From an optimization exercise on the open Yosys and OpenROAD flow, aimed at small area and a short achievable clock period; shortcuts taken in it are not production practice.
RTL that was checked went through simulation tests only; none was proved equivalent to the original.
No functional check of the RTL was part of run 1.
Power is estimated from default activity; no workload was simulated.

<file path="flow/config.mk">
export PLATFORM = sky130hd
export DESIGN_NAME = cpu
export DESIGN_NICKNAME = cpu
export VERILOG_FILES = /design/flow/design.v
export SDC_FILE = /design/flow/constraint.sdc
export NUM_CORES = 4
export LEC_CHECK = 0
export CAP_MARGIN = 20
export CORE_MARGIN = 2
export CORE_UTILIZATION = 40
export SLEW_MARGIN = 20
</file>
<file path="flow/design.v">
module ctrl(
    input  [31:0] instr,
    output cal_r, output cal_i, output load, output store, output br,
    output jmp,              
    output jreg,             
    output jal, output jalr, output mfc0, output mtc0, output eret,
    output ri,
    output beq, output bne, output bgez, output bltz, output blez, output bgtz,
    output [4:0] a1, output [4:0] a2, output [4:0] a3,
    output [3:0] aluop,      
    output asrc,             
    output bsrc,             
    output e_lui, output e_sgn,
    output calov,
    output [1:0] beop,       
    output lext,             
    output [1:0] dsrc,       
    output bdj,              
    output iscp0,
    output copepc            
    );
	wire [5:0] op = instr[31:26];
	wire [4:0] rs = instr[25:21];
	wire [4:0] rt = instr[20:16];
	wire [4:0] rd = instr[15:11];
	wire [4:0] sh = instr[10:6];
	wire [5:0] fn = instr[5:0];
	wire R = (op == 6'b000000);
	wire sh0 = (sh == 5'b0);
	wire rs0 = (rs == 5'b0);
	wire sll  = R && rs0 && (rt != 5'b0 || rd != 5'b0 || !sh0) && fn == 6'b000000;
	wire srl  = R && rs0 && fn == 6'b000010;
	wire sra  = R && rs0 && fn == 6'b000011;
	wire sllv = R && sh0 && fn == 6'b000100;
	wire srlv = R && sh0 && fn == 6'b000110;
	wire srav = R && sh0 && fn == 6'b000111;
	wire jr_  = R && rt == 5'b0 && rd == 5'b0 && sh0 && fn == 6'b001000;
	wire jalr_= R && rt == 5'b0 && sh0 && fn == 6'b001001;
	wire add  = R && sh0 && fn == 6'b100000;
	wire addu = R && sh0 && fn == 6'b100001;
	wire sub  = R && sh0 && fn == 6'b100010;
	wire subu = R && sh0 && fn == 6'b100011;
	wire andr = R && sh0 && fn == 6'b100100;
	wire orr  = R && sh0 && fn == 6'b100101;
	wire xorr = R && sh0 && fn == 6'b100110;
	wire norr = R && sh0 && fn == 6'b100111;
	wire slt  = R && sh0 && fn == 6'b101010;
	wire sltu = R && sh0 && fn == 6'b101011;
	wire bgez_ = op == 6'b000001 && rt == 5'b00001;
	wire bltz_ = op == 6'b000001 && rt == 5'b00000;
	wire beq_  = op == 6'b000100;
	wire bne_  = op == 6'b000101;
	wire blez_ = op == 6'b000110 && rt == 5'b0;
	wire bgtz_ = op == 6'b000111 && rt == 5'b0;
	wire addi  = op == 6'b001000;
	wire addiu = op == 6'b001001;
	wire slti  = op == 6'b001010;
	wire sltiu = op == 6'b001011;
	wire andi  = op == 6'b001100;
	wire ori   = op == 6'b001101;
	wire xori  = op == 6'b001110;
	wire lui   = op == 6'b001111 && rs0;
	wire lb  = op == 6'b100000;
	wire lh  = op == 6'b100001;
	wire lw  = op == 6'b100011;
	wire lbu = op == 6'b100100;
	wire lhu = op == 6'b100101;
	wire sb  = op == 6'b101000;
	wire sh_ = op == 6'b101001;
	wire sw  = op == 6'b101011;
	wire j_  = op == 6'b000010;
	wire jal_= op == 6'b000011;
	wire cop0 = op == 6'b010000;
	wire mfc0_ = cop0 && rs0 && sh0 && fn == 6'b0;
	wire mtc0_ = cop0 && rs == 5'b00100 && sh0 && fn == 6'b0;
	wire eret_ = instr == 32'h4200_0018;
	wire nop  = instr == 32'h0;
	assign cal_r = sll | srl | sra | sllv | srlv | srav | add | addu | sub | subu |
	               andr | orr | xorr | norr | slt | sltu;
	assign cal_i = addi | addiu | slti | sltiu | andi | ori | xori | lui;
	assign load  = lb | lh | lw | lbu | lhu;
	assign store = sb | sh_ | sw;
	assign br    = bgez_ | bltz_ | beq_ | bne_ | blez_ | bgtz_;
	assign jmp   = j_ | jal_;
	assign jreg  = jr_ | jalr_;
	assign jal   = jal_;
	assign jalr  = jalr_;
	assign mfc0  = mfc0_;
	assign mtc0  = mtc0_;
	assign eret  = eret_;
	assign ri    = ~(cal_r | cal_i | load | store | br | j_ | eret_ | jr_ | jal_ | jalr_ |
	                 mfc0_ | mtc0_ | nop);
	assign beq = beq_; assign bne = bne_; assign bgez = bgez_;
	assign bltz = bltz_; assign blez = blez_; assign bgtz = bgtz_;
	wire rs_use = br | (cal_i & ~lui) | (cal_r & ~sll & ~sra & ~srl) | jalr_ | jr_ | load | store;
	wire rt_use = beq_ | bne_ | cal_r | store | mtc0_;
	assign a1 = rs_use ? rs : 5'b0;
	assign a2 = rt_use ? rt : 5'b0;
	assign a3 = (cal_r | jalr_) ? rd :
	            (cal_i | load | mfc0_) ? rt :
	            jal_ ? 5'b11111 : 5'b0;
	assign aluop = (addi | addiu | add | addu | load | store) ? 4'd1 :
	               (sub | subu) ? 4'd2 :
	               (andi | andr) ? 4'd3 :
	               (lui | ori | orr) ? 4'd4 :
	               norr ? 4'd5 :
	               (xori | xorr) ? 4'd6 :
	               (slti | slt) ? 4'd7 :
	               (sltiu | sltu) ? 4'd8 :
	               (sll | sllv) ? 4'd9 :
	               (sra | srav) ? 4'd10 :
	               (srl | srlv) ? 4'd11 : 4'd0;
	assign asrc  = sll | sra | srl;
	assign bsrc  = cal_i | load | store;
	assign e_lui = lui;
	assign e_sgn = addi | addiu | slti | sltiu | load | store;
	assign calov = add | sub | addi;
	assign beop  = {lw | sw | mfc0_, lh | lhu | sh_};
	assign lext  = lbu | lhu;
	assign dsrc  = (cal_r | cal_i) ? 2'd1 :
	               (load | mfc0_) ? 2'd2 :
	               (jal_ | jalr_) ? 2'd3 : 2'd0;
	assign bdj   = br | j_ | jr_ | jal_ | jalr_;
	assign iscp0 = mfc0_ | mtc0_;
	assign copepc = cop0 && rs == 5'b00100 && rd == 5'd14;
endmodule
module alu(
    input  [31:0] A,
    input  [31:0] B,
    input  [3:0] ALUOp,      
    output reg [31:0] C,
    output V                 
    );
	wire sub = (ALUOp == 4'd2) | (ALUOp == 4'd7) | (ALUOp == 4'd8);
	wire [31:0] Bx = sub ? ~B : B;
	wire [33:0] s2 = {1'b0, A, 1'b1} + {1'b0, Bx, sub};
	wire [32:0] s = s2[33:1];
	wire c32 = s[32];
	wire c31 = s[31] ^ A[31] ^ Bx[31];
	assign V = c31 ^ c32;
	wire lt  = s[31] ^ V;
	wire ltu = ~c32;
	wire sll = (ALUOp == 4'd9);
	wire [31:0] x;
	genvar k;
	generate for (k = 0; k < 32; k = k + 1) begin : rev
		assign x[k] = sll ? B[31-k] : B[k];
	end endgenerate
	wire fill = (ALUOp == 4'd10) & B[31];
	wire [32:0] y33 = $signed({fill, x}) >>> A[4:0];
	wire [31:0] y = y33[31:0];
	wire [31:0] shl;
	generate for (k = 0; k < 32; k = k + 1) begin : rev2
		assign shl[k] = y[31-k];
	end endgenerate
	always @(*) begin
		case (ALUOp)
			4'd1, 4'd2: C = s[31:0];
			4'd3: C = A & B;
			4'd4: C = A | B;
			4'd5: C = ~(A | B);
			4'd6: C = A ^ B;
			4'd7: C = {31'b0, lt};
			4'd8: C = {31'b0, ltu};
			4'd9: C = shl;
			4'd10, 4'd11: C = y;
			default: C = 32'h17230010;
		endcase
	end
endmodule
module grf(
    input  [4:0] A1,
    input  [4:0] A2,
    input  [4:0] A3,
    input  [31:0] Wd,
    input  Clk,
    input  Reset,
    output [31:0] Rd1,
    output [31:0] Rd2
    );
	reg [31:0] r [1:31];
	reg [31:1] v;
	integer i;
	always @(posedge Clk) begin
		if (A3 != 5'b0)
			r[A3] <= Wd;
	end
	always @(posedge Clk) begin
		if (Reset)
			v <= 31'b0;
		else if (A3 != 5'b0)
			v[A3] <= 1'b1;
	end
	assign Rd1 = (A1 != 5'b0 && v[A1]) ? r[A1] : 32'b0;
	assign Rd2 = (A2 != 5'b0 && v[A2]) ? r[A2] : 32'b0;
endmodule
module cpu(
    input Clk,
    input Reset,
    input [7:2] HWInt,
    output [3:0] Be,
    input [31:0] PrRD,
    output [31:2] PrAddr,
    output [31:0] PrWD,
    output PrWe,
    output [31:0] IMAddr,
    input [31:0] IMRD,
    input [31:0] DMRD
    );
	reg [31:0] PC;
	reg [31:0] IRD;
	reg [31:2] PC4D;
	reg        excF;                  
	reg [31:2] PC4E;
	reg [31:0] RSE, RTE;
	reg [15:0] immE;
	reg [3:0]  aluopE;
	reg        asrcE, bsrcE, luiE, sgnE, calovE, ldE, stE;
	reg [1:0]  beopE, dsrcE;
	reg        lextE, bdjE, iscp0E, mtc0E, eretE, copepcE;
	reg [4:0]  waE;
	reg [1:0]  excE;                  
	reg [31:2] PC4M;
	reg [31:0] AOM, RTM;
	reg [4:0]  rdM;
	reg        ldM, stM;
	reg [1:0]  beopM, dsrcM;
	reg        lextM, bdjM, iscp0M, mtc0M, eretM, copepcM;
	reg [4:0]  waM;
	reg [2:0]  excM;                  
	reg [31:0] WD;
	reg [4:0]  WA;
	reg        BDW;
	reg [4:0] A1E, A2E, A3E, A2M, A3M, A3W;
	reg       hcalE, hldE, hlinkE, hepcE, hcalM, hldM, hlinkM;
	reg [7:2]  IM;
	reg        EXL, IE, BD;
	reg [7:2]  IP;
	reg [6:2]  ExcCode;
	reg [31:2] EPC;
	wire exp_in;
	wire stall;
	wire cal_r, cal_i, load, store, br, jmp, jreg, jal, jalr, mfc0, mtc0, eret, ri;
	wire beq, bne, bgez, bltz, blez, bgtz;
	wire [4:0] a1, a2, a3;
	wire [3:0] aluop;
	wire asrc, bsrc, e_lui, e_sgn, calov, lext, bdj, iscp0, copepc;
	wire [1:0] beop, dsrc;
	ctrl dec (
		.instr(IRD),
		.cal_r(cal_r), .cal_i(cal_i), .load(load), .store(store), .br(br),
		.jmp(jmp), .jreg(jreg), .jal(jal), .jalr(jalr), .mfc0(mfc0), .mtc0(mtc0),
		.eret(eret), .ri(ri),
		.beq(beq), .bne(bne), .bgez(bgez), .bltz(bltz), .blez(blez), .bgtz(bgtz),
		.a1(a1), .a2(a2), .a3(a3),
		.aluop(aluop), .asrc(asrc), .bsrc(bsrc), .e_lui(e_lui), .e_sgn(e_sgn),
		.calov(calov), .beop(beop), .lext(lext), .dsrc(dsrc), .bdj(bdj),
		.iscp0(iscp0), .copepc(copepc)
	);
	wire m1E = (a1 != 5'b0) && (a1 == A3E);
	wire m2E = (a2 != 5'b0) && (a2 == A3E);
	wire m1M = (a1 != 5'b0) && (a1 == A3M);
	wire m2M = (a2 != 5'b0) && (a2 == A3M);
	wire m1W = (a1 != 5'b0) && (a1 == A3W);
	wire m2W = (a2 != 5'b0) && (a2 == A3W);
	wire stall_E = (hcalE && ((br && (m1E || m2E)) || (jreg && m1E))) ||
	               (hldE && ((br && (m1E || m2E)) || (cal_r && (m1E || m2E)) ||
	                         ((cal_i || load || store || jreg) && m1E)));
	wire stall_M = hldM && ((br && (m1M || m2M)) || (jreg && m1M));
	assign stall = stall_E || stall_M || (eret && hepcE);
	wire [31:2] PC8E = PC4E + 30'd1;
	wire [31:2] PC8M = PC4M + 30'd1;
	wire [31:0] Rd1, Rd2;
	wire [31:0] RSD = (m1E && hlinkE) ? {PC8E, 2'b00} :
	                  (m1M && hcalM)  ? AOM :
	                  (m1M && hlinkM) ? {PC8M, 2'b00} :
	                  m1W             ? WD : Rd1;
	wire [31:0] RTD = (m2E && hlinkE) ? {PC8E, 2'b00} :
	                  (m2M && hcalM)  ? AOM :
	                  (m2M && hlinkM) ? {PC8M, 2'b00} :
	                  m2W             ? WD : Rd2;
	grf rf (
		.A1(IRD[25:21]), .A2(IRD[20:16]), .A3(WA), .Wd(WD),
		.Clk(Clk), .Reset(Reset), .Rd1(Rd1), .Rd2(Rd2)
	);
	wire eq = (RSD == RTD);
	wire z  = (RSD == 32'b0);
	wire taken = (beq & eq) | (bne & ~eq) | (bgez & ~RSD[31]) | (bltz & RSD[31]) |
	             (blez & (RSD[31] | z)) | (bgtz & ~RSD[31] & ~z);
	wire [31:0] PC4 = PC + 32'd4;
	wire [31:2] btarget = PC4D + {{14{IRD[15]}}, IRD[15:0]};
	wire [31:0] jtarget = {PC4D[31:28], IRD[25:0], 2'b00};
	wire [31:0] D2write;
	wire [31:0] EPCfwd = (eret && copepcM) ? D2write : {EPC, 2'b00};
	wire [31:0] npc = eret ? EPCfwd :
	                  jmp ? jtarget :
	                  (br & taken) ? {btarget, 2'b00} :
	                  jreg ? RSD : PC4;
	wire adelF = (PC[1:0] != 2'b00) || (PC < 32'h3000) || (PC >= 32'h5000);
	always @(posedge Clk) begin
		if (Reset)
			PC <= 32'h3000;
		else if (exp_in)
			PC <= 32'h4180;
		else if (~stall)
			PC <= npc;
	end
	always @(posedge Clk) begin
		if (Reset || exp_in) begin
			IRD <= 32'b0;
			PC4D <= 30'b0;
			excF <= 1'b0;
		end else if (~stall) begin
			if (eret) begin
				IRD <= 32'b0;
				PC4D <= EPCfwd[31:2] + 30'd1;
				excF <= 1'b0;
			end else begin
				IRD <= adelF ? 32'h8c001723 : IMRD;
				PC4D <= PC4[31:2];
				excF <= adelF;
			end
		end
	end
	assign IMAddr = PC;
	always @(posedge Clk) begin
		RSE <= RSD;
		RTE <= RTD;
		immE <= IRD[15:0];
		if (Reset || exp_in) begin
			PC4E <= 30'b0;
		end else begin
			PC4E <= PC4D;
		end
		if (Reset || exp_in || stall) begin
			aluopE <= 4'd0; asrcE <= 1'b0; bsrcE <= 1'b0; luiE <= 1'b0; sgnE <= 1'b0;
			calovE <= 1'b0; ldE <= 1'b0; stE <= 1'b0; beopE <= 2'b0; dsrcE <= 2'd0;
			lextE <= 1'b0; bdjE <= 1'b0; iscp0E <= 1'b0; mtc0E <= 1'b0; eretE <= 1'b0;
			copepcE <= 1'b0; waE <= 5'b0; excE <= 2'd0;
		end else begin
			aluopE <= aluop; asrcE <= asrc; bsrcE <= bsrc; luiE <= e_lui; sgnE <= e_sgn;
			calovE <= calov; ldE <= load; stE <= store; beopE <= beop; dsrcE <= dsrc;
			lextE <= lext; bdjE <= bdj; iscp0E <= iscp0; mtc0E <= mtc0; eretE <= eret;
			copepcE <= copepc; waE <= a3; excE <= excF ? 2'd1 : ri ? 2'd2 : 2'd0;
		end
	end
	wire f1EM = (A1E != 5'b0) && (A1E == A3M);
	wire f2EM = (A2E != 5'b0) && (A2E == A3M);
	wire f1EW = (A1E != 5'b0) && (A1E == A3W);
	wire f2EW = (A2E != 5'b0) && (A2E == A3W);
	wire [31:0] RSEf = (f1EM && hcalM)  ? AOM :
	                   (f1EM && hlinkM) ? {PC8M, 2'b00} :
	                   f1EW             ? WD : RSE;
	wire [31:0] RTEf = (f2EM && hcalM)  ? AOM :
	                   (f2EM && hlinkM) ? {PC8M, 2'b00} :
	                   f2EW             ? WD : RTE;
	wire [31:0] ext = luiE ? {immE, 16'b0} : {{16{sgnE & immE[15]}}, immE};
	wire [31:0] aluA = asrcE ? {27'b0, immE[10:6]} : RSEf;
	wire [31:0] aluB = bsrcE ? ext : RTEf;
	wire [31:0] C;
	wire V;
	alu ALU (.A(aluA), .B(aluB), .ALUOp(aluopE), .C(C), .V(V));
	always @(posedge Clk) begin
		RTM <= RTEf;
		rdM <= immE[15:11];
		if (Reset || exp_in) begin
			PC4M <= 30'b0; AOM <= 32'b0;
			ldM <= 1'b0; stM <= 1'b0; beopM <= 2'b0; dsrcM <= 2'd0; lextM <= 1'b0;
			bdjM <= 1'b0; iscp0M <= 1'b0; mtc0M <= 1'b0; eretM <= 1'b0; copepcM <= 1'b0;
			waM <= 5'b0; excM <= 3'd0;
		end else begin
			PC4M <= PC4E; AOM <= C;
			ldM <= ldE; stM <= stE; beopM <= beopE; dsrcM <= dsrcE; lextM <= lextE;
			bdjM <= bdjE; iscp0M <= iscp0E; mtc0M <= mtc0E; eretM <= eretE; copepcM <= copepcE;
			waM <= waE;
			excM <= (excE != 2'd0) ? {1'b0, excE} :
			        (V && ldE) ? 3'd1 :
			        (V && stE) ? 3'd3 :
			        (V && calovE) ? 3'd4 : 3'd0;
		end
	end
	assign D2write = (A2M != 5'b0 && A2M == A3W) ? WD : RTM;
	assign PrWD = D2write;
	assign PrAddr = AOM[31:2];
	wire word = beopM[1];
	wire half = beopM[0];
	assign Be = word ? 4'b1111 :
	            half ? (AOM[1] ? 4'b1100 : 4'b0011) :
	            (4'b0001 << AOM[1:0]);
	wire inData = (AOM[31:13] == 19'b0);
	wire hi7f   = (AOM[31:8] == 24'h00007f);
	wire [7:0] lo = AOM[7:0];
	wire inExt  = hi7f && (lo < 8'h44);
	wire okW    = (lo < 8'h0c) || (lo >= 8'h10 && lo < 8'h38) || (lo >= 8'h40 && lo < 8'h44);
	wire tube   = (lo >= 8'h38 && lo < 8'h40);
	wire ovf    = ~(inData || (hi7f && ((okW && word) || tube)));
	wire ovfL   = ovf && ldM;
	wire ovfS   = (ovf || AOM == 32'h7f08) && stM;
	wire excAny = (excM != 3'd0) || ovfL || ovfS;
	wire IntReq = (|(HWInt & IM)) && IE && ~EXL;
	assign exp_in = (~EXL && excAny) || IntReq;
	assign PrWe = stM && ~exp_in;
	wire [6:2] codeM = (excM == 3'd1) ? 5'd4 :
	                   (excM == 3'd2) ? 5'd10 :
	                   (excM == 3'd3) ? 5'd5 :
	                   (excM == 3'd4) ? 5'd12 :
	                   ovfL ? 5'd4 : 5'd5;
	wire [31:0] cp0out = (rdM == 5'd12) ? {16'b0, IM, 8'b0, EXL, IE} :
	                     (rdM == 5'd13) ? {BD, 15'b0, IP, 3'b0, ExcCode, 2'b0} :
	                     (rdM == 5'd14) ? {EPC, 2'b00} :
	                     (rdM == 5'd15) ? 32'h17231173 : 32'h17230005;
	always @(posedge Clk) begin
		if (Reset) begin
			IM <= 6'b0; EXL <= 1'b0; IE <= 1'b0; BD <= 1'b0; IP <= 6'b0;
			ExcCode <= 5'b11111; EPC <= 30'b0;
		end else begin
			if (~EXL)
				IP <= HWInt;
			if (exp_in) begin
				EXL <= 1'b1;
				BD <= BDW;
				ExcCode <= IntReq ? 5'd0 : codeM;
				EPC <= BDW ? PC4M - 30'd2 : PC4M - 30'd1;
			end else if (eretM) begin
				EXL <= 1'b0;
			end else if (mtc0M) begin
				if (rdM == 5'd12) begin
					IM <= D2write[15:10];
					EXL <= D2write[1];
					IE <= D2write[0];
				end
				if (rdM == 5'd14)
					EPC <= D2write[31:2];
			end
		end
	end
	wire [31:0] DR = iscp0M ? cp0out :
	                 inData ? DMRD :
	                 inExt ? PrRD : 32'h17230011;
	reg [31:0] LD;
	always @(*) begin
		if (word)
			LD = DR;
		else if (half)
			LD = AOM[1] ? {{16{~lextM & DR[31]}}, DR[31:16]} : {{16{~lextM & DR[15]}}, DR[15:0]};
		else case (AOM[1:0])
			2'b00: LD = {{24{~lextM & DR[7]}},  DR[7:0]};
			2'b01: LD = {{24{~lextM & DR[15]}}, DR[15:8]};
			2'b10: LD = {{24{~lextM & DR[23]}}, DR[23:16]};
			default: LD = {{24{~lextM & DR[31]}}, DR[31:24]};
		endcase
	end
	wire [31:0] WDn = (dsrcM == 2'd1) ? AOM :
	                  (dsrcM == 2'd2) ? LD :
	                  (dsrcM == 2'd3) ? {PC8M, 2'b00} : 32'h17230008;
	always @(posedge Clk) begin
		if (Reset || exp_in) begin
			WD <= 32'h17230008;
			WA <= 5'b0;
			BDW <= 1'b0;
		end else begin
			WD <= WDn;
			WA <= waM;
			BDW <= bdjM;
		end
	end
	always @(posedge Clk) begin
		if (Reset) begin
			A1E <= 5'b0; A2E <= 5'b0; A3E <= 5'b0; A2M <= 5'b0; A3M <= 5'b0; A3W <= 5'b0;
			hcalE <= 1'b0; hldE <= 1'b0; hlinkE <= 1'b0; hepcE <= 1'b0;
			hcalM <= 1'b0; hldM <= 1'b0; hlinkM <= 1'b0;
		end else begin
			A1E <= stall ? 5'b0 : a1;
			A2E <= stall ? 5'b0 : a2;
			A3E <= stall ? 5'b0 : a3;
			hepcE <= ~stall && mtc0 && IRD[15:11] == 5'd14;
			hcalE <= cal_r | cal_i;
			hldE <= load | mfc0;
			hlinkE <= jal | jalr;
			A2M <= A2E;
			A3M <= A3E;
			hcalM <= hcalE; hldM <= hldE; hlinkM <= hlinkE;
			A3W <= (hcalM | hldM | hlinkM) ? A3M : 5'b0;
		end
	end
endmodule
</file>
<file path="flow/run.sh">
#!/bin/bash
# synth_recipe.tcl (not shown) runs the flow's synth.tcl, then flattens the netlist and writes it again
# the make line also repeats each setting of config.mk as NAME=value (left out here)
make -C /OpenROAD-flow-scripts/flow DESIGN_CONFIG=/design/flow/config.mk WORK_HOME=/design/flow/orfs CLKGATE_MAP_FILE= SYNTH_SCRIPT=/design/flow/synth_recipe.tcl finish
</file>
<file path="flow/constraint.sdc">
create_clock -name core_clock -period 10.0 [get_ports {Clk}]
set_input_delay 2.0000 -clock core_clock [delete_from_list [all_inputs] [get_ports {Clk}]]
set_output_delay 2.0000 -clock core_clock [all_outputs]
set_load 0.01 [all_outputs]
</file>
==> results.txt, run 1 <==
Seq cells post-synth 1510; Finished Cell Area 95800 um^2; largest family of logic cells by synthesized area multiplexers; most common cell in the netlist edfxtp_1; Worst-Skew Late Latency 0.88 ns; maximum fanout along the worst path 54; Inserted Clock Buffers 168; drt initial violations 10700; Setup crit end kind register; DP HPWL 268000 um; Row Count 168; CTS H-tree lvls 4; number of synthesized flops with an enable pin 992; Tcrit/Tclk final 80.8%; Vias/cell 6.59; syn_nets 7701; mux share of post-synthesis cell area 18.0%; cell taking the most area after synthesis edfxtp_1; VDD IR-drop max 0.199 mV; post-synthesis cell area 84400 um^2; crit start category register; first-pass GRT wire length 527000 um; Final min period 8.08 ns; wire per inst 36.4 um; Final Max Slew Viols 0; Tightest Pin Transition 1.36 ns; Final TNS setup 0 ns; Switch Pwr 0.00951 W; mean post-synth cell area 11.3 um^2; CTS tree built; core area 210000 um^2; skew final 0.0613 ns; Req. time, crit path 10.77 ns; top cells by count, synth edfxtp_1, nor2_1, nand2_1; Die Ht 463 um; IO buf count 202; static leakage 33.0 nW; Yosys top cell area share 35.3%; Seq pwr share 34.1%; Final ANT Viol Nets 0; main flop type after synthesis edfxtp_1; status timing/DRC/antenna clean; Pwr Density 242 nW/um^2; Final #Nets 7802; Compound-Gate Fraction of Synth Area 13.2%; switching share of power 41.1%; fin worst setup slack 1.92 ns; Min-Delay Path Class reg -> reg; Fmax 124 MHz; Yosys cell types 112; vias in the first global route 65900; crit path DAT 8.85 ns; DIE AREA 215000 um^2; Post-Synth Simple-Gate Area 11.6%; number of gates resized after CTS 0; GRT Util Overall 34.7%; Starting Density 40.3%; drt drc 0; slew margin rel. 8.90%; CTS Sinks 1510; Cells after DPL 10200; non-filler cells, final 10500; GRT overflow 0; initial antenna violation count 33; Hold Worst Slack 0.426 ns; Post-synth ARST share 0%; Final Hold Vio Count 0; Place WS 1.89 ns; RSZ-0062 raised after global routing false; register area share after synthesis 47.6%; proportion of power drawn by the clock network 26.9%; Clock Pin Slew Worst Setup and Hold Paths 0.07 ns; Die W 463 um; placed cell areas 90200 um^2; # IOs 203; Setup Fix Bufs, Post-CTS 0; Max-cap violations 0; routed wire length 383000 um; Logic pwr share 39.0%; # hold bufs at CTS 0; xor-xnor portion of the synthesized cell area 3.41%; Area Overhead vs Synth 13.6%; largest net degree at the start of global routing 85; Synthesis Warnings 3; adder-cell share of the synthesized area 2.29%; Mapped Cells 7443; share of cells above drive strength 1 16.4%; P_int 0.0136 W; placer congestion estimate 1.03; Synth area leaders edfxtp_1, mux4_2, dfxtp_1, mux2i_1, nor2_1; Setup Crit Path Kind reg -> reg; Root Buffer clkbuf_16; vias 69400; Setup-failing EPs final 0; TritonRoute pass-1 iters 7; Max Root-Sink Buffers 3
[area by class of cell]
type	count	area, um^2
fill	19200	114000
clock buffer	222	4550
inverter	178	668
sequential	1510	40200
tap	2805	3510
clock inverter	86	876
multi-input combinational	5171	41400
timing repair buffer	515	4500
antenna	47	118
[metrics by stage]
stage	power, W	util [%]
2_1_floorplan	0.0130	-
3_3_place_gp	0.0167	43.0
3_5_place_dp	0.0167	43.0
4_1_cts	0.0229	45.6
5_1_grt	0.0238	45.7
6_report	0.0231	45.7
[flip-flops by register name, summed over array words and instances (netlist names), 31 cells and up, named ones only]
name and count:
rf.r 992, AOM 32, IRD 32, PC 32, RSE 32, RTE 32, RTM 32, WD 32
rf.v 31
[power by group through the flow]
stage	Combinational, W	Sequential [W]	Clock [W]
2_1_floorplan	0.00550	0.00746	0
3_3_place_gp	0.00870	0.00798	0
3_5_place_dp	0.00872	0.00799	0
4_1_cts	0.00877	0.00785	0.00626
5_1_grt	0.00940	0.00792	0.00650
6_report	0.00902	0.00790	0.00623
[cells in the final DEF, fill, tap and decap left out, types with 59 or more instances in the layout]
| cell | n |
|---|---|
| clkdlybuf4s50_1 | 201 |
| mux2i_1 | 340 |
| nor2b_1 | 70 |
| nor3_1 | 89 |
| edfxtp_1 | 992 |
| o211ai_1 | 71 |
| a221oi_1 | 66 |
| a211oi_1 | 142 |
| nand3_1 | 155 |
| nand4_1 | 59 |
| xnor2_1 | 196 |
| and2_1 | 131 |
| o21ai_0 | 290 |
| o22ai_1 | 71 |
| nor2_1 | 678 |
| dfxtp_1 | 504 |
| a31oi_1 | 75 |
| a22oi_1 | 77 |
| mux4_2 | 497 |
| inv_1 | 172 |
| clkbuf_16 | 169 |
| ha_1 | 153 |
| buf_4 | 303 |
| nand2_1 | 551 |
| xor2_1 | 126 |
| a21oi_1 | 520 |
[logic make-up after synthesis]
family,count (synthesis)
and+or+nand+nor,2084
buffers and inverters,762
adders and majority gates,154
DFF,1510
muxes,887
xor gates and xnor gates,327
AOI/OAI and AO/OA,1719
[worst paths after layout]
kind         slack (ns)  startpoint      to  depth (start not counted)
max                1.92     IRD[16]  PC[11]                         23
min                0.43       eretE   eretM                          1
max reg2reg        1.92     IRD[16]  PC[11]                         23
min reg2reg        0.43       eretE   eretM                          1
[layer usage]
metal / up-vias / wire (um) / track usage, %
met1: 35000 / 152000 / 47.6
met4: 26 / 21200 / 16.1
met5: - / 577 / 0.334
li1: 28600 / - / -
met2: 4798 / 164000 / 50.8
met3: 951 / 45300 / 9.60
[worst max-delay path, cell delays in order, from the launching register on]
cell       delay, ns
dfxtp_1         0.30
buf_4           0.20
inv_1           0.19
ha_1            0.22
nor4b_2         0.52
nand3_1         0.22
or4_2           0.63
buf_4           0.38
a41oi_4         0.85
buf_4           0.44
a31o_1          0.14
a31oi_1         0.05
o311a_1         0.38
a21oi_2         0.28
nand3_1         0.18
a2111oi_0       0.40
and4_1          0.32
nand4b_1        0.29
and4b_1         0.29
or3b_2          0.76
buf_4           0.37
mux2i_1         0.18
a211oi_1        0.09
o31a_1          0.29
==> run 2: changes to the inputs <==
--- a/flow/design.v
+++ b/flow/design.v
@@ -157,8 +157,8 @@
 		case (ALUOp)
 			4'd1, 4'd2: C = s[31:0];
-			4'd3: C = A & B;
-			4'd4: C = A | B;
-			4'd5: C = ~(A | B);
-			4'd6: C = A ^ B;
+			4'd3: C = A & Bx;
+			4'd4: C = A | Bx;
+			4'd5: C = ~(A | Bx);
+			4'd6: C = A ^ Bx;
 			4'd7: C = {31'b0, lt};
 			4'd8: C = {31'b0, ltu};
@@ -170,6 +170,6 @@
 endmodule
 module grf(
-    input  [4:0] A1,
-    input  [4:0] A2,
+    input  [4:0] A1n,
+    input  [4:0] A2n,
     input  [4:0] A3,
     input  [31:0] Wd,
@@ -181,17 +181,31 @@
 	reg [31:0] r [1:31];
 	reg [31:1] v;
-	integer i;
+	reg [31:1] s1, s2;
 	always @(posedge Clk) begin
 		if (A3 != 5'b0)
 			r[A3] <= Wd;
 	end
-	always @(posedge Clk) begin
-		if (Reset)
-			v <= 31'b0;
-		else if (A3 != 5'b0)
-			v[A3] <= 1'b1;
+	wire [31:1] vn;
+	genvar i;
+	generate for (i = 1; i < 32; i = i + 1) begin : sel
+		assign vn[i] = ~Reset & (v[i] | (A3 == i));
+		always @(posedge Clk) begin
+			v[i] <= vn[i];
+			s1[i] <= (A1n == i) & vn[i];
+			s2[i] <= (A2n == i) & vn[i];
+		end
+	end endgenerate
+	reg [31:0] o1, o2;
+	integer k;
+	always @(*) begin
+		o1 = 32'b0;
+		o2 = 32'b0;
+		for (k = 1; k < 32; k = k + 1) begin
+			o1 = o1 | ({32{s1[k]}} & r[k]);
+			o2 = o2 | ({32{s2[k]}} & r[k]);
+		end
 	end
-	assign Rd1 = (A1 != 5'b0 && v[A1]) ? r[A1] : 32'b0;
-	assign Rd2 = (A2 != 5'b0 && v[A2]) ? r[A2] : 32'b0;
+	assign Rd1 = o1;
+	assign Rd2 = o2;
 endmodule
 module cpu(
@@ -210,7 +224,7 @@
 	reg [31:0] PC;
 	reg [31:0] IRD;
-	reg [31:2] PC4D;
+	reg [31:2] PCD;                   
 	reg        excF;                  
-	reg [31:2] PC4E;
+	reg [31:2] LE;                    
 	reg [31:0] RSE, RTE;
 	reg [15:0] immE;
@@ -221,5 +235,5 @@
 	reg [4:0]  waE;
 	reg [1:0]  excE;                  
-	reg [31:2] PC4M;
+	reg [31:2] LM;                    
 	reg [31:0] AOM, RTM;
 	reg [4:0]  rdM;
@@ -241,7 +255,6 @@
 	wire exp_in;
 	wire stall;
-	wire cal_r, cal_i, load, store, br, jmp, jreg, jal, jalr, mfc0, mtc0, eret, ri;
-	wire beq, bne, bgez, bltz, blez, bgtz;
-	wire [4:0] a1, a2, a3;
+	wire cal_r, cal_i, load, store, jal, jalr, mfc0, mtc0, ri;
+	wire [4:0] a3;
 	wire [3:0] aluop;
 	wire asrc, bsrc, e_lui, e_sgn, calov, lext, bdj, iscp0, copepc;
@@ -249,13 +262,29 @@
 	ctrl dec (
 		.instr(IRD),
-		.cal_r(cal_r), .cal_i(cal_i), .load(load), .store(store), .br(br),
-		.jmp(jmp), .jreg(jreg), .jal(jal), .jalr(jalr), .mfc0(mfc0), .mtc0(mtc0),
-		.eret(eret), .ri(ri),
-		.beq(beq), .bne(bne), .bgez(bgez), .bltz(bltz), .blez(blez), .bgtz(bgtz),
-		.a1(a1), .a2(a2), .a3(a3),
+		.cal_r(cal_r), .cal_i(cal_i), .load(load), .store(store), .br(),
+		.jmp(), .jreg(), .jal(jal), .jalr(jalr), .mfc0(mfc0), .mtc0(mtc0),
+		.eret(), .ri(ri),
+		.beq(), .bne(), .bgez(), .bltz(), .blez(), .bgtz(),
+		.a1(), .a2(), .a3(a3),
 		.aluop(aluop), .asrc(asrc), .bsrc(bsrc), .e_lui(e_lui), .e_sgn(e_sgn),
 		.calov(calov), .beop(beop), .lext(lext), .dsrc(dsrc), .bdj(bdj),
 		.iscp0(iscp0), .copepc(copepc)
 	);
+	wire f_cal_r, f_cal_i, f_load, f_store, f_br, f_jmp, f_jreg, f_eret;
+	wire f_beq, f_bne, f_bgez, f_bltz, f_blez, f_bgtz;
+	wire [4:0] f_a1, f_a2;
+	ctrl decF (
+		.instr(IMRD),
+		.cal_r(f_cal_r), .cal_i(f_cal_i), .load(f_load), .store(f_store), .br(f_br),
+		.jmp(f_jmp), .jreg(f_jreg), .jal(), .jalr(), .mfc0(), .mtc0(),
+		.eret(f_eret), .ri(),
+		.beq(f_beq), .bne(f_bne), .bgez(f_bgez), .bltz(f_bltz), .blez(f_blez), .bgtz(f_bgtz),
+		.a1(f_a1), .a2(f_a2), .a3(),
+		.aluop(), .asrc(), .bsrc(), .e_lui(), .e_sgn(),
+		.calov(), .beop(), .lext(), .dsrc(), .bdj(),
+		.iscp0(), .copepc()
+	);
+	reg [4:0] a1, a2;
+	reg br, jmp, jreg, eret, pcal_r, pcil, beq, bne, bgez, bltz, blez, bgtz;
 	wire m1E = (a1 != 5'b0) && (a1 == A3E);
 	wire m2E = (a2 != 5'b0) && (a2 == A3E);
@@ -265,21 +294,23 @@
 	wire m2W = (a2 != 5'b0) && (a2 == A3W);
 	wire stall_E = (hcalE && ((br && (m1E || m2E)) || (jreg && m1E))) ||
-	               (hldE && ((br && (m1E || m2E)) || (cal_r && (m1E || m2E)) ||
-	                         ((cal_i || load || store || jreg) && m1E)));
+	               (hldE && ((br && (m1E || m2E)) || (pcal_r && (m1E || m2E)) ||
+	                         ((pcil || jreg) && m1E)));
 	wire stall_M = hldM && ((br && (m1M || m2M)) || (jreg && m1M));
 	assign stall = stall_E || stall_M || (eret && hepcE);
-	wire [31:2] PC8E = PC4E + 30'd1;
-	wire [31:2] PC8M = PC4M + 30'd1;
+	wire [31:2] LD = PCD + 30'd2;
 	wire [31:0] Rd1, Rd2;
-	wire [31:0] RSD = (m1E && hlinkE) ? {PC8E, 2'b00} :
+	wire [31:0] RSD = (m1E && hlinkE) ? {LE, 2'b00} :
 	                  (m1M && hcalM)  ? AOM :
-	                  (m1M && hlinkM) ? {PC8M, 2'b00} :
+	                  (m1M && hlinkM) ? {LM, 2'b00} :
 	                  m1W             ? WD : Rd1;
-	wire [31:0] RTD = (m2E && hlinkE) ? {PC8E, 2'b00} :
+	wire [31:0] RTD = (m2E && hlinkE) ? {LE, 2'b00} :
 	                  (m2M && hcalM)  ? AOM :
-	                  (m2M && hlinkM) ? {PC8M, 2'b00} :
+	                  (m2M && hlinkM) ? {LM, 2'b00} :
 	                  m2W             ? WD : Rd2;
+	wire ird_zero = Reset || exp_in || (~stall && eret) || (~stall && adelF);
+	wire [4:0] rsn = ird_zero ? 5'b0 : stall ? IRD[25:21] : IMRD[25:21];
+	wire [4:0] rtn = ird_zero ? 5'b0 : stall ? IRD[20:16] : IMRD[20:16];
 	grf rf (
-		.A1(IRD[25:21]), .A2(IRD[20:16]), .A3(WA), .Wd(WD),
+		.A1n(rsn), .A2n(rtn), .A3(WA), .Wd(WD),
 		.Clk(Clk), .Reset(Reset), .Rd1(Rd1), .Rd2(Rd2)
 	);
@@ -289,6 +320,7 @@
 	             (blez & (RSD[31] | z)) | (bgtz & ~RSD[31] & ~z);
 	wire [31:0] PC4 = PC + 32'd4;
-	wire [31:2] btarget = PC4D + {{14{IRD[15]}}, IRD[15:0]};
-	wire [31:0] jtarget = {PC4D[31:28], IRD[25:0], 2'b00};
+	wire [30:0] bsum = {PCD, 1'b1} + {{14{IRD[15]}}, IRD[15:0], 1'b1};
+	wire [31:2] btarget = bsum[30:1];
+	wire [31:0] jtarget = {PCD[31:28], IRD[25:0], 2'b00};
 	wire [31:0] D2write;
 	wire [31:0] EPCfwd = (eret && copepcM) ? D2write : {EPC, 2'b00};
@@ -309,18 +341,36 @@
 		if (Reset || exp_in) begin
 			IRD <= 32'b0;
-			PC4D <= 30'b0;
+			PCD <= 30'h3fffffff;
 			excF <= 1'b0;
 		end else if (~stall) begin
 			if (eret) begin
 				IRD <= 32'b0;
-				PC4D <= EPCfwd[31:2] + 30'd1;
+				PCD <= EPCfwd[31:2];
 				excF <= 1'b0;
 			end else begin
 				IRD <= adelF ? 32'h8c001723 : IMRD;
-				PC4D <= PC4[31:2];
+				PCD <= PC[31:2];
 				excF <= adelF;
 			end
 		end
 	end
+	always @(posedge Clk) begin
+		if (Reset || exp_in || (~stall && eret)) begin
+			a1 <= 5'b0; a2 <= 5'b0;
+			br <= 1'b0; jmp <= 1'b0; jreg <= 1'b0; eret <= 1'b0; pcal_r <= 1'b0; pcil <= 1'b0;
+			beq <= 1'b0; bne <= 1'b0; bgez <= 1'b0; bltz <= 1'b0; blez <= 1'b0; bgtz <= 1'b0;
+		end else if (~stall) begin
+			if (adelF) begin
+				a1 <= 5'b0; a2 <= 5'b0;
+				br <= 1'b0; jmp <= 1'b0; jreg <= 1'b0; eret <= 1'b0; pcal_r <= 1'b0; pcil <= 1'b1;
+				beq <= 1'b0; bne <= 1'b0; bgez <= 1'b0; bltz <= 1'b0; blez <= 1'b0; bgtz <= 1'b0;
+			end else begin
+				a1 <= f_a1; a2 <= f_a2;
+				br <= f_br; jmp <= f_jmp; jreg <= f_jreg; eret <= f_eret; pcal_r <= f_cal_r;
+				pcil <= f_cal_i | f_load | f_store;
+				beq <= f_beq; bne <= f_bne; bgez <= f_bgez; bltz <= f_bltz; blez <= f_blez; bgtz <= f_bgtz;
+			end
+		end
+	end
 	assign IMAddr = PC;
 	always @(posedge Clk) begin
@@ -329,7 +379,7 @@
 		immE <= IRD[15:0];
 		if (Reset || exp_in) begin
-			PC4E <= 30'b0;
+			LE <= 30'd1;
 		end else begin
-			PC4E <= PC4D;
+			LE <= LD;
 		end
 		if (Reset || exp_in || stall) begin
@@ -350,8 +400,8 @@
 	wire f2EW = (A2E != 5'b0) && (A2E == A3W);
 	wire [31:0] RSEf = (f1EM && hcalM)  ? AOM :
-	                   (f1EM && hlinkM) ? {PC8M, 2'b00} :
+	                   (f1EM && hlinkM) ? {LM, 2'b00} :
 	                   f1EW             ? WD : RSE;
 	wire [31:0] RTEf = (f2EM && hcalM)  ? AOM :
-	                   (f2EM && hlinkM) ? {PC8M, 2'b00} :
+	                   (f2EM && hlinkM) ? {LM, 2'b00} :
 	                   f2EW             ? WD : RTE;
 	wire [31:0] ext = luiE ? {immE, 16'b0} : {{16{sgnE & immE[15]}}, immE};
@@ -365,10 +415,10 @@
 		rdM <= immE[15:11];
 		if (Reset || exp_in) begin
-			PC4M <= 30'b0; AOM <= 32'b0;
+			LM <= 30'd1; AOM <= 32'b0;
 			ldM <= 1'b0; stM <= 1'b0; beopM <= 2'b0; dsrcM <= 2'd0; lextM <= 1'b0;
 			bdjM <= 1'b0; iscp0M <= 1'b0; mtc0M <= 1'b0; eretM <= 1'b0; copepcM <= 1'b0;
 			waM <= 5'b0; excM <= 3'd0;
 		end else begin
-			PC4M <= PC4E; AOM <= C;
+			LM <= LE; AOM <= C;
 			ldM <= ldE; stM <= stE; beopM <= beopE; dsrcM <= dsrcE; lextM <= lextE;
 			bdjM <= bdjE; iscp0M <= iscp0E; mtc0M <= mtc0E; eretM <= eretE; copepcM <= copepcE;
@@ -398,5 +448,6 @@
 	wire ovfS   = (ovf || AOM == 32'h7f08) && stM;
 	wire excAny = (excM != 3'd0) || ovfL || ovfS;
-	wire IntReq = (|(HWInt & IM)) && IE && ~EXL;
+	reg [7:2] IMe;
+	wire IntReq = |(HWInt & IMe);
 	assign exp_in = (~EXL && excAny) || IntReq;
 	assign PrWe = stM && ~exp_in;
@@ -410,4 +461,15 @@
 	                     (rdM == 5'd14) ? {EPC, 2'b00} :
 	                     (rdM == 5'd15) ? 32'h17231173 : 32'h17230005;
+	wire wrSR = mtc0M && rdM == 5'd12;
+	always @(posedge Clk) begin
+		if (Reset || exp_in)
+			IMe <= 6'b0;
+		else if (eretM)
+			IMe <= IM & {6{IE}};
+		else if (wrSR)
+			IMe <= D2write[15:10] & {6{D2write[0] & ~D2write[1]}};
+		else
+			IMe <= IM & {6{IE & ~EXL}};
+	end
 	always @(posedge Clk) begin
 		if (Reset) begin
@@ -421,5 +483,5 @@
 				BD <= BDW;
 				ExcCode <= IntReq ? 5'd0 : codeM;
-				EPC <= BDW ? PC4M - 30'd2 : PC4M - 30'd1;
+				EPC <= LM - (BDW ? 30'd3 : 30'd2);
 			end else if (eretM) begin
 				EXL <= 1'b0;
@@ -438,20 +500,20 @@
 	                 inData ? DMRD :
 	                 inExt ? PrRD : 32'h17230011;
-	reg [31:0] LD;
+	reg [31:0] LDv;
 	always @(*) begin
 		if (word)
-			LD = DR;
+			LDv = DR;
 		else if (half)
-			LD = AOM[1] ? {{16{~lextM & DR[31]}}, DR[31:16]} : {{16{~lextM & DR[15]}}, DR[15:0]};
+			LDv = AOM[1] ? {{16{~lextM & DR[31]}}, DR[31:16]} : {{16{~lextM & DR[15]}}, DR[15:0]};
 		else case (AOM[1:0])
-			2'b00: LD = {{24{~lextM & DR[7]}},  DR[7:0]};
-			2'b01: LD = {{24{~lextM & DR[15]}}, DR[15:8]};
-			2'b10: LD = {{24{~lextM & DR[23]}}, DR[23:16]};
-			default: LD = {{24{~lextM & DR[31]}}, DR[31:24]};
+			2'b00: LDv = {{24{~lextM & DR[7]}},  DR[7:0]};
+			2'b01: LDv = {{24{~lextM & DR[15]}}, DR[15:8]};
+			2'b10: LDv = {{24{~lextM & DR[23]}}, DR[23:16]};
+			default: LDv = {{24{~lextM & DR[31]}}, DR[31:24]};
 		endcase
 	end
 	wire [31:0] WDn = (dsrcM == 2'd1) ? AOM :
-	                  (dsrcM == 2'd2) ? LD :
-	                  (dsrcM == 2'd3) ? {PC8M, 2'b00} : 32'h17230008;
+	                  (dsrcM == 2'd2) ? LDv :
+	                  (dsrcM == 2'd3) ? {LM, 2'b00} : 32'h17230008;
 	always @(posedge Clk) begin
 		if (Reset || exp_in) begin
--- a/flow/config.mk
+++ b/flow/config.mk
@@ -9,3 +9,4 @@
 export CORE_MARGIN = 2
 export CORE_UTILIZATION = 40
+export SETUP_SLACK_MARGIN = 5
 export SLEW_MARGIN = 20
==> run 2 against run 1 <==
  * Design area up 0.85%
  * Clock power up 9.0%
  * Sequential share of layout area up 1.5 points
  * Highest routed layer unchanged
  * Fmax up 40%
  * Non-clock buffer count up 268
  * Die area down 7.0%
  * Power up 4.2%
  * Global-route usage up 9.4 points
  * Synthesized cell count about the same
  * Via count up 13%
  * Flip-flop and latch count up 80
  * Largest power group unchanged
  * Synthesized area down 7.1%
==> results.txt, run 2 <==
status timing/DRC/antenna clean; CTS tree built; grt peak-use layer met2; Largest Register rf.r; Synthesis Warnings 3; share of cells above drive strength 1 18.9%; Final TNS setup 0 ns; routed wire length 459000 um; max reg flops 992; wire per inst 43.2 um; Finished Cell Area 96600 um^2; Die Ht 447 um; Area Overhead vs Synth 23.3%; CTS H-tree lvls 4; VDD IR-drop max 0.292 mV; Seq cells post-synth 1590; main flop type after synthesis edfxtp_1; slowest stage delay, CP 0.48 ns; reg-to-reg setup timing slack 4.22 ns; GRT overflow 0; GRT Util Overall 44.1%; maximum fanout along the worst path 5; Setup Crit Path Kind reg -> reg; Post-synth ARST share 0%; TritonRoute pass-1 iters 13; Yosys cell types 93; met2 Use GR 59.4%; top cells by count, synth edfxtp_1, nor2_1, dfxtp_1; vias 78100; CTS Sinks 1590; placed cell areas 84200 um^2; Final Hold Vio Count 0; Vias/cell 7.36; Final ANT Viol Nets 0; # hold bufs at CTS 0; skew final 0.0933 ns; most frequent cells in the layout edfxtp_1, nor2_1, dfxtp_1, nand2_1, buf_4; crit path DAT 6.56 ns; Slowest-stage cell, CP xor2_4; crit-path leading delay family compound AO/OA/AOI/OAI gates; Max-cap violations 0; Setup-failing EPs final 0; # IOs 203; RSZ-0062 raised after global routing true; Setup crit end kind register; slew margin rel. 15.1%; GR Util met3 19.5%; Tightest Pin Transition 1.27 ns; non-filler cells, final 10600; vias in the first global route 71200; Die W 447 um; Clock Pin Slew Worst Setup and Hold Paths 0.06 ns; Starting Density 40.2%; syn_nets 7642; Root Buffer clkbuf_16; Final min period 5.78 ns; Mapped Cells 7439; placer congestion estimate 1.00; drt drc 0; largest net degree at the start of global routing 78; core area 195000 um^2; first-pass GRT wire length 607000 um; Worst-Skew Late Latency 0.91 ns; register area share after synthesis 53.3%; static leakage 33.4 nW; crit start category register; Inserted Clock Buffers 176; post-synthesis cell area 78400 um^2; Synth area leaders edfxtp_1, dfxtp_1, a221oi_1, a22oi_1, a22o_1; cell taking the most area after synthesis edfxtp_1; Fmax 173 MHz; most common cell in the netlist edfxtp_1; Min-Delay Path Class reg -> reg; IO buf count 202; Yosys top cell area share 38.0%; DP HPWL 286000 um; Tcrit/Tclk final 57.8%; DIE AREA 200000 um^2; Final #Nets 8015; mean post-synth cell area 10.5 um^2; Hold Worst Slack 0.409 ns; Req. time, crit path 10.78 ns; CP bufs+invs 3; met1 GRT Util 57.8%; Cells after DPL 9980; Final Max Slew Viols 0; initial antenna violation count 38; Pwr Density 249 nW/um^2; drt initial violations 16900; Max Root-Sink Buffers 3; most common cell after layout, fill and taps aside edfxtp_1; number of synthesized flops with an enable pin 992; Row Count 162
==> run 2: final cells by class <==
cell class / instances / area, um^2
Fill cell: 17500 / 98200
Multi-Input combinational cell: 5061 / 36300
Sequential cell: 1590 / 42000
Inverter: 199 / 796
Clock buffer: 225 / 4780
Timing Repair Buffer: 783 / 8170
Timing Repair inverter: 1 / 8.76
Tap cell: 2624 / 3280
Clock inverter: 104 / 1160
Antenna cell: 28 / 70.1
==> run 2: timing repair <==
item / 4_1_cts / 5_1_grt
endpoints found under the hold margin: 0 / 0
setup endpoints to repair: 185 / 101
pin swaps: 119 / 105
gates cloned: 23 / 4
resized for setup: 758 / 192
buffers inserted: 187 / 63
==> run 2: cell families (layout without fill, tap and decap cells) <==
| logic type | after synthesis | count (layout) | synth area share [%] |
|---|---|---|---|
| buf+inv | 791 | 1312 | 4.03 |
| mux | 246 | 246 | 3.29 |
| compound gates | 2402 | 2403 | 22.3 |
| xor+xnor | 233 | 233 | 2.60 |
| simple gates | 2078 | 2080 | 13.0 |
| flops | 1590 | 1590 | 53.3 |
| other cells | 0 | 28 | 0 |
| fa+ha+maj | 99 | 99 | 1.59 |
==> run 2: metrics by stage <==
stage / setup slack [ns] / util (%) / power (W)
after floorplan: 4.86 / - / 0.0123
after global placement: 2.54 / 43.2 / 0.0158
after detailed placement: 2.88 / 43.2 / 0.0158
after CTS: 4.33 / 48.8 / 0.0233
after global routing: 4.12 / 49.6 / 0.0245
final: 4.22 / 49.6 / 0.0241
==> run 2: path summary, 6_finish.rpt <==
check,from,endpoint,depth (start not counted)
worst min-delay path,IRD[10],immE[10],0
worst min register to register,IRD[10],immE[10],0
worst max register to register,A3M[3],excM[0],25
worst max-delay path,A3M[3],excM[0],25
==> run 2: power by group <==
group	internal (W)	total (W)	switching (W)
Clock	0.00381	0.00679	0.00299
Sequential	0.00748	0.00845	0.000974
Combinational	0.00308	0.00887	0.00579
==> run 2: layer usage <==
layer | wire length [um] | part of all wire, %
met4 | 35400 | 7.7
met2 | 178000 | 39
met1 | 168000 | 37
met5 | 136 | 0.030
met3 | 77100 | 17
==> run 3: changes to the inputs <==
--- a/flow/design.v
+++ b/flow/design.v
@@ -137,6 +137,5 @@
 	wire [32:0] s = s2[33:1];
 	wire c32 = s[32];
-	wire c31 = s[31] ^ A[31] ^ Bx[31];
-	assign V = c31 ^ c32;
+	assign V = (A[31] & Bx[31] & ~s[31]) | (~A[31] & ~Bx[31] & s[31]);
 	wire lt  = s[31] ^ V;
 	wire ltu = ~c32;
@@ -246,5 +245,8 @@
 	reg [4:0]  WA;
 	reg        BDW;
-	reg [4:0] A1E, A2E, A3E, A2M, A3M, A3W;
+	reg [4:0] A3E, A3M, A3W;
+	reg m1E, m2E, m1M, m2M, m1W, m2W;
+	reg e1ao, e1lk, e1wd, e2ao, e2lk, e2wd;
+	reg x2, mwd;
 	reg       hcalE, hldE, hlinkE, hepcE, hcalM, hldM, hlinkM;
 	reg [7:2]  IM;
@@ -287,10 +289,4 @@
 	reg [4:0] a1, a2;
 	reg br, jmp, jreg, eret, pcal_r, pcil, beq, bne, bgez, bltz, blez, bgtz;
-	wire m1E = (a1 != 5'b0) && (a1 == A3E);
-	wire m2E = (a2 != 5'b0) && (a2 == A3E);
-	wire m1M = (a1 != 5'b0) && (a1 == A3M);
-	wire m2M = (a2 != 5'b0) && (a2 == A3M);
-	wire m1W = (a1 != 5'b0) && (a1 == A3W);
-	wire m2W = (a2 != 5'b0) && (a2 == A3W);
 	wire stall_E = (hcalE && ((br && (m1E || m2E)) || (jreg && m1E))) ||
 	               (hldE && ((br && (m1E || m2E)) || (pcal_r && (m1E || m2E)) ||
@@ -395,14 +391,10 @@
 		end
 	end
-	wire f1EM = (A1E != 5'b0) && (A1E == A3M);
-	wire f2EM = (A2E != 5'b0) && (A2E == A3M);
-	wire f1EW = (A1E != 5'b0) && (A1E == A3W);
-	wire f2EW = (A2E != 5'b0) && (A2E == A3W);
-	wire [31:0] RSEf = (f1EM && hcalM)  ? AOM :
-	                   (f1EM && hlinkM) ? {LM, 2'b00} :
-	                   f1EW             ? WD : RSE;
-	wire [31:0] RTEf = (f2EM && hcalM)  ? AOM :
-	                   (f2EM && hlinkM) ? {LM, 2'b00} :
-	                   f2EW             ? WD : RTE;
+	wire [31:0] RSEf = e1ao ? AOM :
+	                   e1lk ? {LM, 2'b00} :
+	                   e1wd ? WD : RSE;
+	wire [31:0] RTEf = e2ao ? AOM :
+	                   e2lk ? {LM, 2'b00} :
+	                   e2wd ? WD : RTE;
 	wire [31:0] ext = luiE ? {immE, 16'b0} : {{16{sgnE & immE[15]}}, immE};
 	wire [31:0] aluA = asrcE ? {27'b0, immE[10:6]} : RSEf;
@@ -430,5 +422,5 @@
 		end
 	end
-	assign D2write = (A2M != 5'b0 && A2M == A3W) ? WD : RTM;
+	assign D2write = mwd ? WD : RTM;
 	assign PrWD = D2write;
 	assign PrAddr = AOM[31:2];
@@ -527,21 +519,41 @@
 		end
 	end
+	wire [4:0] A3En = stall ? 5'b0 : a3;
+	wire [4:0] A3Wn = (hcalM | hldM | hlinkM) ? A3M : 5'b0;
+	wire [4:0] a1n = ird_zero ? 5'b0 : stall ? a1 : f_a1;
+	wire [4:0] a2n = ird_zero ? 5'b0 : stall ? a2 : f_a2;
+	wire anyE = hcalE | hldE | hlinkE;
+	wire anyM = hcalM | hldM | hlinkM;
 	always @(posedge Clk) begin
 		if (Reset) begin
-			A1E <= 5'b0; A2E <= 5'b0; A3E <= 5'b0; A2M <= 5'b0; A3M <= 5'b0; A3W <= 5'b0;
+			A3E <= 5'b0; A3M <= 5'b0; A3W <= 5'b0;
 			hcalE <= 1'b0; hldE <= 1'b0; hlinkE <= 1'b0; hepcE <= 1'b0;
 			hcalM <= 1'b0; hldM <= 1'b0; hlinkM <= 1'b0;
+			m1E <= 1'b0; m2E <= 1'b0; m1M <= 1'b0; m2M <= 1'b0; m1W <= 1'b0; m2W <= 1'b0;
+			e1ao <= 1'b0; e1lk <= 1'b0; e1wd <= 1'b0; e2ao <= 1'b0; e2lk <= 1'b0; e2wd <= 1'b0;
+			x2 <= 1'b0; mwd <= 1'b0;
 		end else begin
-			A1E <= stall ? 5'b0 : a1;
-			A2E <= stall ? 5'b0 : a2;
-			A3E <= stall ? 5'b0 : a3;
+			A3E <= A3En;
 			hepcE <= ~stall && mtc0 && IRD[15:11] == 5'd14;
 			hcalE <= cal_r | cal_i;
 			hldE <= load | mfc0;
 			hlinkE <= jal | jalr;
-			A2M <= A2E;
 			A3M <= A3E;
 			hcalM <= hcalE; hldM <= hldE; hlinkM <= hlinkE;
-			A3W <= (hcalM | hldM | hlinkM) ? A3M : 5'b0;
+			A3W <= A3Wn;
+			m1E <= (a1n != 5'b0) && (a1n == A3En);
+			m2E <= (a2n != 5'b0) && (a2n == A3En);
+			m1M <= (a1n != 5'b0) && (a1n == A3E);
+			m2M <= (a2n != 5'b0) && (a2n == A3E);
+			m1W <= (a1n != 5'b0) && (a1n == A3Wn);
+			m2W <= (a2n != 5'b0) && (a2n == A3Wn);
+			e1ao <= ~stall & m1E & hcalE;
+			e1lk <= ~stall & m1E & hlinkE;
+			e1wd <= ~stall & m1M & anyM;
+			e2ao <= ~stall & m2E & hcalE;
+			e2lk <= ~stall & m2E & hlinkE;
+			e2wd <= ~stall & m2M & anyM;
+			x2 <= ~stall & m2E & anyE;
+			mwd <= x2;
 		end
 	end
==> run 3 against run 2 <==
  * Synthesized cell count fell by 0.62%
  * Cell count fell by 3.8%
  * Fmax rose by 11%
  * Clock power barely moved
  * Largest cell class unchanged
  * Register-to-register slack improved by 0.62 ns
  * Largest power group is now sequential cells
  * Utilization fell by 2.6 points
  * Sequential power fell by 2%
  * Design area fell by 5.5%
  * Critical endpoint is now PrWe
  * Clock skew fell by 0.023 ns
  * Worst hold slack improved by 0.011 ns
  * Combinational power fell by 14%
==> results.txt, run 3 <==
drt initial violations 15200; Min-Delay Path Class reg -> reg; cell taking the most area after synthesis edfxtp_1; Post-Synth Simple-Gate Area 12.4%; Slowest-stage cell, CP or3_4; Largest Register rf.r; final total power 0.0227 W; number of synthesized flops with an enable pin 992; Worst-Skew Late Latency 0.88 ns; largest net degree at the start of global routing 103; syn_nets 7596; reg2reg start rf.s1[5]; Area Overhead vs Synth 17.0%; Tcrit/Tclk final 52.0%; WHS Path Cells 1; register area share after synthesis 53.4%; CTS tree built; first-pass GRT wire length 548000 um; fillers 17700; vias 73900; CP Cell Sequence buf_4 -> or3_4 -> nor3_4 -> and3_4 -> o21ai_2 -> a41oi_2 -> nor2_4 -> buf_12 -> and2_4 -> buf_6; Yosys cell types 100; Mapped Cells 7393; max reg flops 992; hold path startpoint iscp0E; Seq cells post-synth 1584; VDD IR-drop max 0.204 mV; mux share of post-synthesis cell area 3.35%; top cells by count, synth edfxtp_1, nor2_1, dfxtp_1; largest family of logic cells by synthesized area compound AO/OA/AOI/OAI gates; routed wire length 408000 um; Clock Pin Slew Worst Setup and Hold Paths 0.07 ns; slowest stage delay, CP 0.49 ns; R2R depth 15; core area 194000 um^2; vias in the first global route 67100; TritonRoute pass-1 iters 7; IO buf count 202; initial antenna violation count 20; static leakage 33.6 nW; Reg-to-Reg End PC[7]; main flop type after synthesis edfxtp_1; slew margin rel. 10.9%; DIE AREA 199000 um^2; CTS Sinks 1584; crit-path leading delay family simple AND/OR/NAND/NOR gates; Pwr Density 249 nW/um^2; Max-cap violations 0; share of cells above drive strength 1 13.4%; Synth area leaders edfxtp_1, dfxtp_1, a22oi_1, a221oi_1, a22o_1; Setup-failing EPs final 0; Post-synth ARST share 0%; Row Count 162; Final Max Slew Viols 0; maximum fanout along the worst path 8; Final ANT Viol Nets 0; # hold bufs at CTS 0; Final #Nets 7710; most frequent cells in the layout edfxtp_1, nor2_1, nand2_1, dfxtp_1, a22oi_1; drt drc 0; hold worst-path end iscp0M; Starting Density 40.1%; status timing/DRC/antenna clean; Yosys top cell area share 38.2%; placer congestion estimate 1.03; adder-cell share of the synthesized area 1.60%; Setup Crit Path Kind reg -> out; Final TNS setup 0 ns; crit start category register; GRT Util Overall 39.4%; Tightest Pin Transition 1.33 ns; mean post-synth cell area 10.6 um^2; post-synthesis cell area 78000 um^2; most common cell in the netlist edfxtp_1; Setup crit end kind output port; Max Root-Sink Buffers 3; Vias/cell 7.23; xor-xnor portion of the synthesized cell area 2.71%; Fmax 192 MHz; DP HPWL 256000 um; Synthesis Warnings 3; Root Buffer clkbuf_16; Compound-Gate Fraction of Synth Area 22.3%; Final min period 5.20 ns; most common cell after layout, fill and taps aside edfxtp_1; reg-to-reg setup timing slack 4.84 ns; GRT overflow 0; skew final 0.0698 ns; Die Ht 446 um; Inserted Clock Buffers 170; wire per inst 40.0 um; Die W 446 um; CP bufs+invs 3; RSZ-0062 raised after global routing true; Final Hold Vio Count 0; # IOs 203; crit path DAT 3.20 ns; CTS H-tree lvls 4; Req. time, crit path 8.00 ns
[run 3: cell types whose count changed after synthesis, sizes merged, moves of 36 or more]
| cell | delta |
|---|---|
| o21ai | -48 |
| o211ai | -80 |
| clkbuf | -38 |
| o221ai | +47 |
| and2 | -36 |
| a222oi | -53 |
| a22oi | +103 |
| nand4 | -59 |
| inv | +39 |
| a221oi | +39 |
| or3 | -39 |
| nand2 | +107 |
[run 3: area by class of cell]
cell class	instances	area [um^2]	area share [%]
Timing Repair Buffer	527	4880	5.35
Antenna cell	18	45.0	0.0493
Clock inverter	99	1290	1.42
Clock buffer	216	4640	5.09
Multi-Input combinational cell	4985	34500	37.8
Timing Repair inverter	1	7.51	0.00822
Sequential cell	1584	41800	45.8
Tap cell	2542	3180	3.48
Inverter	238	921	1.01
[run 3: cells by family (layout without fill, tap and decap cells)]
family,count (synthesis),count (layout)
muxes,254,254
other,0,18
DFF,1584,1584
adders and majority gates,99,99
AOI/OAI and AO/OA,2372,2372
buffers and inverters,824,1081
xor gates and xnor gates,241,241
and+or+nand+nor,2019,2019
[run 3: repair_timing]
| action | in CTS | in global routing |
|---|---|---|
| setup buffers | 30 | 21 |
| cloned | 4 | 3 |
| endpoints found under the hold margin | 0 | 0 |
| endpoints found under the setup margin | 100 | 55 |
| resized for setup | 192 | 175 |
| pin swaps | 18 | 22 |
[run 3: how the worst max path moves through the flow]
| stage | start | endpoint | slack (ns) | depth (start not counted) |
|---|---|---|---|---|
| CTS | AOM[12] | PrWe | 4.81 | 10 |
| global placement | HWInt[5] | PrWe | 3.61 | 7 |
| global route | AOM[12] | PrWe | 4.73 | 10 |
| finish | AOM[17] | PrWe | 4.80 | 10 |
| floorplan | HWInt[2] | PrWe | 5.05 | 5 |
| detailed placement | m1W | PC[12] | 3.66 | 15 |
[run 3: through the flow]
| step | area, um^2 | util (%) | hold slack [ns] | cells | setup slack (ns) |
|---|---|---|---|---|---|
| finish | 91300 | 47.0 | 0.420 | 10200 | 4.80 |
| global route | 91200 | 46.9 | 0.439 | 10200 | 4.73 |
| CTS | 90200 | 46.4 | 0.420 | 10200 | 4.81 |
| detailed placement | 83300 | 42.8 | 0.411 | 9818 | 3.66 |
| global placement | 83300 | 42.8 | 0.409 | 9818 | 3.61 |
| floorplan | 78000 | - | 0.329 | 7393 | 5.05 |
[run 3: worst register-to-register path: cells and delay by family (launching register included)]
family / cells / cell delay (ns)
AOI/OAI and AO/OA: 9 / 2.45
and+or+nand+nor: 4 / 1.28
buffers and inverters: 2 / 0.68
DFF: 1 / 0.57
[run 3: routing by layer]
| metal | GRT usage (%) | vias up | share of wire (%) |
|---|---|---|---|
| met1 | 52.2 | 35900 | 36 |
| li1 | - | 28800 | - |
| met3 | 16.4 | 1753 | 17 |
| met5 | 0 | - | 0.021 |
| met2 | 54.0 | 7414 | 39 |
| met4 | 22.0 | 14 | 7.4 |
[run 3: power breakdown]
part / internal, W / switching [W] / leakage, nW / total, W
Clock: 0.00385 / 0.00291 / 2.84 / 0.00676
Combinational: 0.00262 / 0.00504 / 15.0 / 0.00767
Sequential: 0.00744 / 0.000855 / 15.7 / 0.00830

==> separate check: timing with driven ports <==
The flow's constraints put no driver on any port. The routed layouts listed below were extracted and timed again, unchanged, in two steps.
Step 1: set_driving_cell puts a clkbuf_16 on Clk and a buf_2 on each other input, an assumption about the parent block.
Step 2 moves the port delays by t, midway between the first and last clock arrival at a register: inputs arrive t later, outputs are due t later. That takes back most of the time a late clock gives input paths.
a / b / c = ideal ports / drivers / drivers and shift; a / b = the first two.
run	shift t [ns]	setup WS [ns]	hold WS [ns]	slew at the worst register clock pin (ns)
run 1	0.932	1.917 / 1.917 / 1.917	0.426 / 0.426 / 0.426	0.07 / 0.07
run 2	0.962	4.220 / 4.220 / 4.220	0.409 / 0.409 / 0.409	0.07 / 0.07
run 3	0.945	4.803 / 4.704 / 4.302	0.420 / 0.420 / 0.420	0.07 / 0.07
After both steps setup and hold are still met in every run listed. For run 3, which loses most, drivers alone change the setup slack by -0.099 ns; drivers and shift together by -0.501 ns.
